Background: an optimization exercise with open tools, aiming at small area and a short achievable clock period. Do not read the settings as production practice. RTL that was checked went through simulation tests only; none was proved equivalent to the original. No activity file was given, so power comes from the tool's default toggle rates.

==> flow/design.v <==
module fpa(
  input  wire        clk,
  input  wire        reset,
  input  wire [11:0] A,
  input  wire [11:0] B,
  input  wire [11:0] C,
  input  wire [11:0] D,
  input  wire        pushin,
  output reg         pushout,
  output reg  [11:0] Z
);
  function automatic ge5(input [4:0] a, input [4:0] b);
    reg [4:0] g, n; reg g43, n43, g21, n21, g4_1, n4_1;
    begin
      g = ~a & b; n = ~(a & ~b);
      g43 = g[4] | (n[4] & g[3]);  n43 = n[4] & n[3];
      g21 = g[2] | (n[2] & g[1]);  n21 = n[2] & n[1];
      g4_1 = g43 | (n43 & g21);    n4_1 = n43 & n21;
      ge5 = ~(g4_1 | (n4_1 & g[0]));
    end
  endfunction
  wire [4:0] eA = A[10:6], eB = B[10:6], eC = C[10:6], eD = D[10:6];
  wire gAB = ge5(eA, eB), gAC = ge5(eA, eC), gAD = ge5(eA, eD);
  wire gBC = ge5(eB, eC), gBD = ge5(eB, eD), gCD = ge5(eC, eD);
  wire selA = gAB & gAC & gAD;
  wire selB = ~gAB & gBC & gBD;
  wire selC = ~gAC & ~gBC & gCD;
  wire selD = ~gAD & ~gBD & ~gCD;
  wire [4:0] mx0 = ({5{selA}} & eA) | ({5{selB}} & eB) | ({5{selC}} & eC) | ({5{selD}} & eD);
  reg [5:0] f1A, f1B, f1C, f1D;
  reg [4:0] e1A, e1B, e1C, e1D, mx1;
  reg [3:0] s1;
  reg       v1;
  always @(posedge clk) begin
    f1A <= A[5:0]; f1B <= B[5:0]; f1C <= C[5:0]; f1D <= D[5:0];
    e1A <= eA; e1B <= eB; e1C <= eC; e1D <= eD;
    s1  <= {A[11], B[11], C[11], D[11]};
    mx1 <= mx0;
    v1  <= reset ? 1'b0 : pushin;
  end
  function automatic [10:0] align(input [5:0] f, input [4:0] e, input [4:0] mx);
    reg [4:0] sh; reg [10:0] v;
    begin
      sh = mx - e;
      v = (|e) ? {1'b1, f, 4'b0000} : 11'd0;
      v = sh[0] ? {1'b0, v[10:1]} : v;
      v = sh[1] ? {2'b0, v[10:2]} : v;
      v = sh[2] ? {4'b0, v[10:4]} : v;
      v = sh[3] ? {8'b0, v[10:8]} : v;
      align = sh[4] ? 11'd0 : v;
    end
  endfunction
  reg [10:0] t2A, t2B, t2C, t2D;
  reg [3:0]  s2;
  reg [4:0]  mx2;
  reg        v2;
  always @(posedge clk) begin
    t2A <= align(f1A, e1A, mx1);
    t2B <= align(f1B, e1B, mx1);
    t2C <= align(f1C, e1C, mx1);
    t2D <= align(f1D, e1D, mx1);
    s2  <= s1;
    mx2 <= mx1;
    v2  <= reset ? 1'b0 : v1;
  end
  wire [2:0]  nn2 = 3'd0 - (s2[3] + s2[2] + s2[1] + s2[0]);
  wire [13:0] q0 = {nn2,  t2A ^ {11{s2[3]}}};
  wire [13:0] q1 = {3'b0, t2B ^ {11{s2[2]}}};
  wire [13:0] q2 = {3'b0, t2C ^ {11{s2[1]}}};
  wire [13:0] q3 = {3'b0, t2D ^ {11{s2[0]}}};
  wire [13:0] a1 = q0 ^ q1 ^ q2;
  wire [13:0] b1 = {(q0[12:0] & q1[12:0]) | (q0[12:0] & q2[12:0]) | (q1[12:0] & q2[12:0]), s2[3]};
  wire [13:0] a2 = a1 ^ b1 ^ q3;
  wire [13:0] b2 = {(a1[12:0] & b1[12:0]) | (a1[12:0] & q3[12:0]) | (b1[12:0] & q3[12:0]), s2[2]};
  reg [13:0] a3, b3;    
  reg [1:0]  s3;
  reg [4:0]  mx3;
  reg        v3;
  always @(posedge clk) begin
    a3  <= a2;
    b3  <= b2;
    s3  <= s2[1:0];
    mx3 <= mx2;
    v3  <= reset ? 1'b0 : v2;
  end
  wire [13:0] g3 = a3 & b3, t3 = a3 | b3;
  wire [13:0] p3 = t3 & ~g3;
  reg [13:0] G, P;
  reg [13:0] Gn, Pn;
  integer i, lv;
  always @* begin
    G = g3; P = t3;
    G[0] = g3[0] | (t3[0] & s3[1]);
    P[0] = 1'b0;
    for (lv = 1; lv < 16; lv = lv * 2) begin
      Gn = G; Pn = P;
      for (i = 0; i < 14; i = i + 1)
        if ((i & lv) != 0) begin
          Gn[i] = G[i] | (P[i] & G[(i & ~(lv - 1)) - 1]);
          Pn[i] = P[i] & P[(i & ~(lv - 1)) - 1];
        end
      G = Gn; P = Pn;
    end
  end
  wire [13:0] cin = {G[12:0], s3[1]};
  wire [13:0] S   = p3 ^ cin;
  wire        sgn = S[13];
  reg [12:0] W4;
  reg        ci4, sgn4;
  reg [4:0]  mx4;
  reg        v4;
  always @(posedge clk) begin
    W4   <= S[12:0] ^ {13{sgn}};
    ci4  <= s3[0] ^ sgn;
    sgn4 <= sgn;
    mx4  <= mx3;
    v4   <= reset ? 1'b0 : v3;
  end
  wire [12:0] M;
  genvar gk;
  assign M[0] = W4[0] ^ ci4;
  generate for (gk = 1; gk < 13; gk = gk + 1) begin : g_inc
    assign M[gk] = W4[gk] ^ (ci4 & (&W4[gk-1:0]));
  end endgenerate
  wire        wz = ~|W4;
  reg [3:0] lzw;
  integer q;
  always @* begin
    lzw = 4'd15;
    for (q = 0; q < 13; q = q + 1)
      if (W4[q]) lzw = 4'd12 - q;
  end
  wire d3 = lzw[3], d2 = lzw[2], d1 = lzw[1], d0 = lzw[0];
  wire [13:0] N1 = d3 ? {M[5:0], 8'd0} : {1'b0, M};
  wire [13:0] N2 = d2 ? {N1[9:0], 4'd0} : N1;
  wire [13:0] N3 = d1 ? {N2[11:0], 2'd0} : N2;
  wire [13:0] N4 = d0 ? {N3[12:0], 1'b0} : N3;
  reg        sgn5, nz5, ov5;
  reg [5:0]  fr5;
  reg [5:0]  k5;
  reg        v5;
  always @(posedge clk) begin
    sgn5 <= sgn4;
    nz5  <= ~wz | ci4;
    ov5  <= N4[13] | wz;             
    fr5  <= N4[13] ? 6'd0 : N4[11:6];
    k5   <= {1'b0, mx4} - {2'b00, (wz ? 4'd13 : lzw)};    
    v5   <= reset ? 1'b0 : v4;
  end
  wire [6:0] e7 = {k5[5], k5} + {6'd0, ov5} + 7'd2;
  wire zero  = ~nz5 | e7[6] | ~|e7[5:1];                    
  wire sathi = ~e7[6] & (e7[5] | &e7[4:0]);                  
  wire e30   = ~e7[6] & ~e7[5] & (e7[4:0] == 5'd30);
  wire sat   = sathi | (e30 & fr5[5] & fr5[4] & (|fr5[3:0]));
  wire [11:0] res = zero ? 12'h000 : sat ? {sgn5, 5'b11110, 6'b110000} : {sgn5, e7[4:0], fr5};
  always @(posedge clk) begin
    Z       <= res;
    pushout <= reset ? 1'b0 : v5;
  end
endmodule
Settings: LEC_CHECK=0, ABC_AREA=1, CAP_MARGIN=20, CORE_MARGIN=2, CORE_UTILIZATION=40, CTS_BUF_LIST=sky130_fd_sc_hd__clkbuf_8, SETUP_SLACK_MARGIN=2.85, SLEW_MARGIN=20; clock period 5.0 ns.
standard.sh (not shown) runs the stock make flow with config.mk's settings and CLKGATE_MAP_FILE= SYNTH_SCRIPT=/design/flow/synth_recipe.tcl, a recipe that flattens the netlist after the stock synthesis.
==> flow/flow/run.sh <==
#!/bin/bash
set -euo pipefail
export BUFFER_PORTS_ARGS="-buffer_cell sky130_fd_sc_hd__buf_1"
export CTS_ARGS="-sink_clustering_enable -repair_clock_nets -dont_use_dummy_load -buf_list sky130_fd_sc_hd__clkbuf_8"
bash standard.sh > standard.log 2>&1
Next try:
- SETUP_SLACK_MARGIN: 2.85 -> 2.75
Outcome: Non-clock buffer count shrinks by 8; total power fell by 1.8%; setup slack degrades by 0.074 ns; via count decreases by 0.71%; cell area decreases by 2.2%; first-iteration DRC count fell by 19%.
Next try:
- SETUP_SLACK_MARGIN: 2.75 -> 2.7
Effect: The new run ran to the end with no violations; global-route usage barely changes; final area went down by 1.4%; fmax rose by 2.3%; combinational power decreases by about 5%; sequential cell count is unchanged; cell count came out lower by 0.51%; sequential power barely changes; sequential share of layout area grows by 0.50 points; routed wire length went down by 1.2%; worst hold slack stays flat.
No run of this note included a check of the RTL's function; only the layout flow was run.

Another version of the RTL of fpa (not shown whole).
Size: roughly 960 cells after synthesis.
Design fpa, start of the top module:
module fpa(
  input  wire        clk,
  input  wire        reset,
  input  wire [11:0] A,
  input  wire [11:0] B,
  input  wire [11:0] C,
  input  wire [11:0] D,
  input  wire        pushin,
  output reg         pushout,
  output reg  [11:0] Z
);
clock: 5.0 ns
lec_check: 0
cap_margin: 20
core_margin: 2
core_utilization: 40
cts_buf_list: sky130_fd_sc_hd__clkbuf_8
setup_slack_margin: 2.7
slew_margin: 20
Scripts as last shown in full above: flow/flow/run.sh
Change:
ABC_AREA = 1   (was not set)
SETUP_SLACK_MARGIN = 2.75   (was 2.7)
Result: Sequential share of layout area came out higher by 1.6 points. Final area went down by 4.5%. Synthesized area is lower by 0.87%. Sequential power went down by about 3%. Non-clock buffer count drops by 26. Register-to-register slack gains 200 ps. Maximum frequency went up by about 9%.
Change:
CORE_UTILIZATION = 50   (was 40)
After rerunning: The changed run produced a clean layout. Core utilization came out higher by 12 points. Routed wire length barely changes. Clock-buffer cell count stays the same. Critical path depth does not change. Via count came out lower by 0.88%. Register-to-register slack is worse by 30 ps. Power came out higher by 3.6%. Cell area came out higher by 0.48%.

== sierra ==
Another version of the RTL of fpa (not shown whole).
For scale: roughly 1200 cells after synthesis, about 200 flip-flops, ~64 I/O pins, roughly 9600 um^2 of cells after synthesis.
export LEC_CHECK = 0
export ABC_AREA = 1
export CAP_MARGIN = 20
export CORE_MARGIN = 2
export CORE_UTILIZATION = 40
export CTS_BUF_LIST = sky130_fd_sc_hd__clkbuf_8
export SETUP_SLACK_MARGIN = 2.5
export SLEW_MARGIN = 20
create_clock -name core_clock -period 5.0 [get_ports {clk}]
==> flow/flow/run.sh <==
#!/bin/bash
set -euo pipefail
export BUFFER_PORTS_ARGS="-buffer_cell sky130_fd_sc_hd__buf_1"
bash standard.sh > standard.log 2>&1
Here is what was changed in the inputs of xenon compared with sierra.
Settings: a deleted CTS_BUF_LIST that had been sky130_fd_sc_hd__clkbuf_8.
[summary]
- Every run (sierra and xenon) finished clean.
- Compared with sierra, xenon shows a higher detailed-routed wire length on met3.
- Comparing sierra and xenon, the lower utilization after layout was measured on sierra.
- The standard cell with the maximum stage delay on the critical path comes out sky130_fd_sc_hd__dfxtp_1 in one run and sky130_fd_sc_hd__ha_1 in the other, namely in xenon and sierra respectively.
- Post-route total power, sierra and xenon, lower one = sierra.
- Between sierra and xenon, worst IR drop on VDD increased.
- The shortest period the worst path allows of xenon is lower than that of sierra.
- STATUS minimum setup slack in the final design: xenon wins against sierra
Setup changes, xenon to pepper
Settings: SETUP_SLACK_MARGIN: 2.5 -> 2.6; CTS_BUF_LIST: unset -> sky130_fd_sc_hd__clkbuf_8.
| first-pass GRT wire length | pepper vs xenon | better |. Going from xenon to pepper, measured slew at the worst slew-check pin essentially unchanged; number of vias in the routed layout increased about 0.5%. Area of all placed cells without fillers was lower in pepper than in xenon. Between xenon and pepper, clock network fraction of design power decreased. Diff xenon -> pepper: hold slack fell by 0.0071 ns; total number of clock tree sinks stayed essentially flat.
Inputs modified between pepper and lagoon:
Settings: changing CORE_UTILIZATION from 40 to 60; changing SETUP_SLACK_MARGIN from 2.6 to 2.5; setting PLACE_DENSITY to 0.75 for the first time.
==> comparison <==
- For the instance count after placement with tap cells included, lagoon came in 6.6% lower than pepper did.
- Areal power density over the cells ended up 3.2% higher on lagoon than on pepper.
- Diff pepper -> lagoon | wire length | decrease of about 2.8%
- The post-CTS repair timing setup buffer count of lagoon is lower than that of pepper.
- Comparing setup slack for lagoon and pepper, the bigger number came from pepper.
- Summary of lagoon over pepper: post-route fraction of the period consumed by the critical path picked up an extra 3.7 points, overall die area lost 33%, cell area lost about 1.1%.
> inputs changed (lagoon -> onyx)
Settings: CTS_BUF_LIST: sky130_fd_sc_hd__clkbuf_8 -> sky130_fd_sc_hd__clkbuf_4 sky130_fd_sc_hd__clkbuf_8; PLACE_DENSITY: 0.75 -> unset; CORE_UTILIZATION: 60 -> 40.
Results
The starting density of the core of onyx falls short of that of lagoon by 20 points.
onyx vs lagoon, beginning of the critical path: lz5[2] vs mx5[0]
On clock power, lagoon and onyx are neck and neck.
[onyx vs lagoon] tapcell count: higher in onyx
Cell leakage power: onyx vs lagoon — no meaningful difference
Relative to lagoon, the post-place instance area measured on onyx has increased slightly.
Edits applied to the flow inputs when going from onyx to cedar:
Settings: changing CTS_BUF_LIST from sky130_fd_sc_hd__clkbuf_4 sky130_fd_sc_hd__clkbuf_8 to sky130_fd_sc_hd__clkbuf_8; changing SETUP_SLACK_MARGIN from 2.5 to 2.7.
## What came out
- Changes observed in cedar relative to onyx: overall power after layout increased by 3.3% relative to the old numbers, worst hold slack neither gained nor lost much, worst reg2reg path depth has remained practically unchanged, share of post-route cells with drive strength above 1 has increased.
- Of cedar and onyx, onyx shows the higher part of the power in the clock network, with cedar below it.
- Delta(layout overhead on the synthesized area, cedar - onyx) > 0
- Finished layout cell area sits higher in cedar than in onyx.

==> re-timing with driven ports <==
How much do the figures lean on ideal ports? The routed layouts below were timed once more, with nothing changed but the port constraints.
Step 1 assumes that a clkbuf_16 drives the clock port and a buf_2 every other input.
Step 2, shift: input delay + t, output delay - t, t = (earliest + latest rising clock arrival at the registers) / 2. This alone moves slack from input paths to output paths.
Three values: no drivers, after step 1, after step 2; two values: the first two.
run	t (ns)	slack for setup (ns)	clock arrival spread, ns
the first run of note 1	0.497	2.828 / 2.828 / 2.436	0.040 / 0.040
the second run of note 1	0.487	2.754 / 2.754 / 2.412	0.041 / 0.041
the third run of note 1	0.488	2.804 / 2.804 / 2.412	0.041 / 0.040
the first run of note 2	0.481	2.644 / 2.644 / 2.352	0.051 / 0.052
the second run of note 2	0.494	2.844 / 2.844 / 2.516	0.052 / 0.052
the third run of note 2	0.479	2.809 / 2.809 / 2.499	0.045 / 0.045
sierra	0.502	2.705 / 2.705 / 2.412	0.021 / 0.020
xenon	0.475	2.712 / 2.712 / 2.411	0.016 / 0.016
pepper	0.504	2.702 / 2.702 / 2.403	0.019 / 0.020
lagoon	0.489	2.519 / 2.519 / 2.242	0.016 / 0.016
onyx	0.502	2.705 / 2.705 / 2.412	0.021 / 0.020
cedar	0.497	2.793 / 2.793 / 2.465	0.026 / 0.026
After both steps every run listed still meets setup and hold.
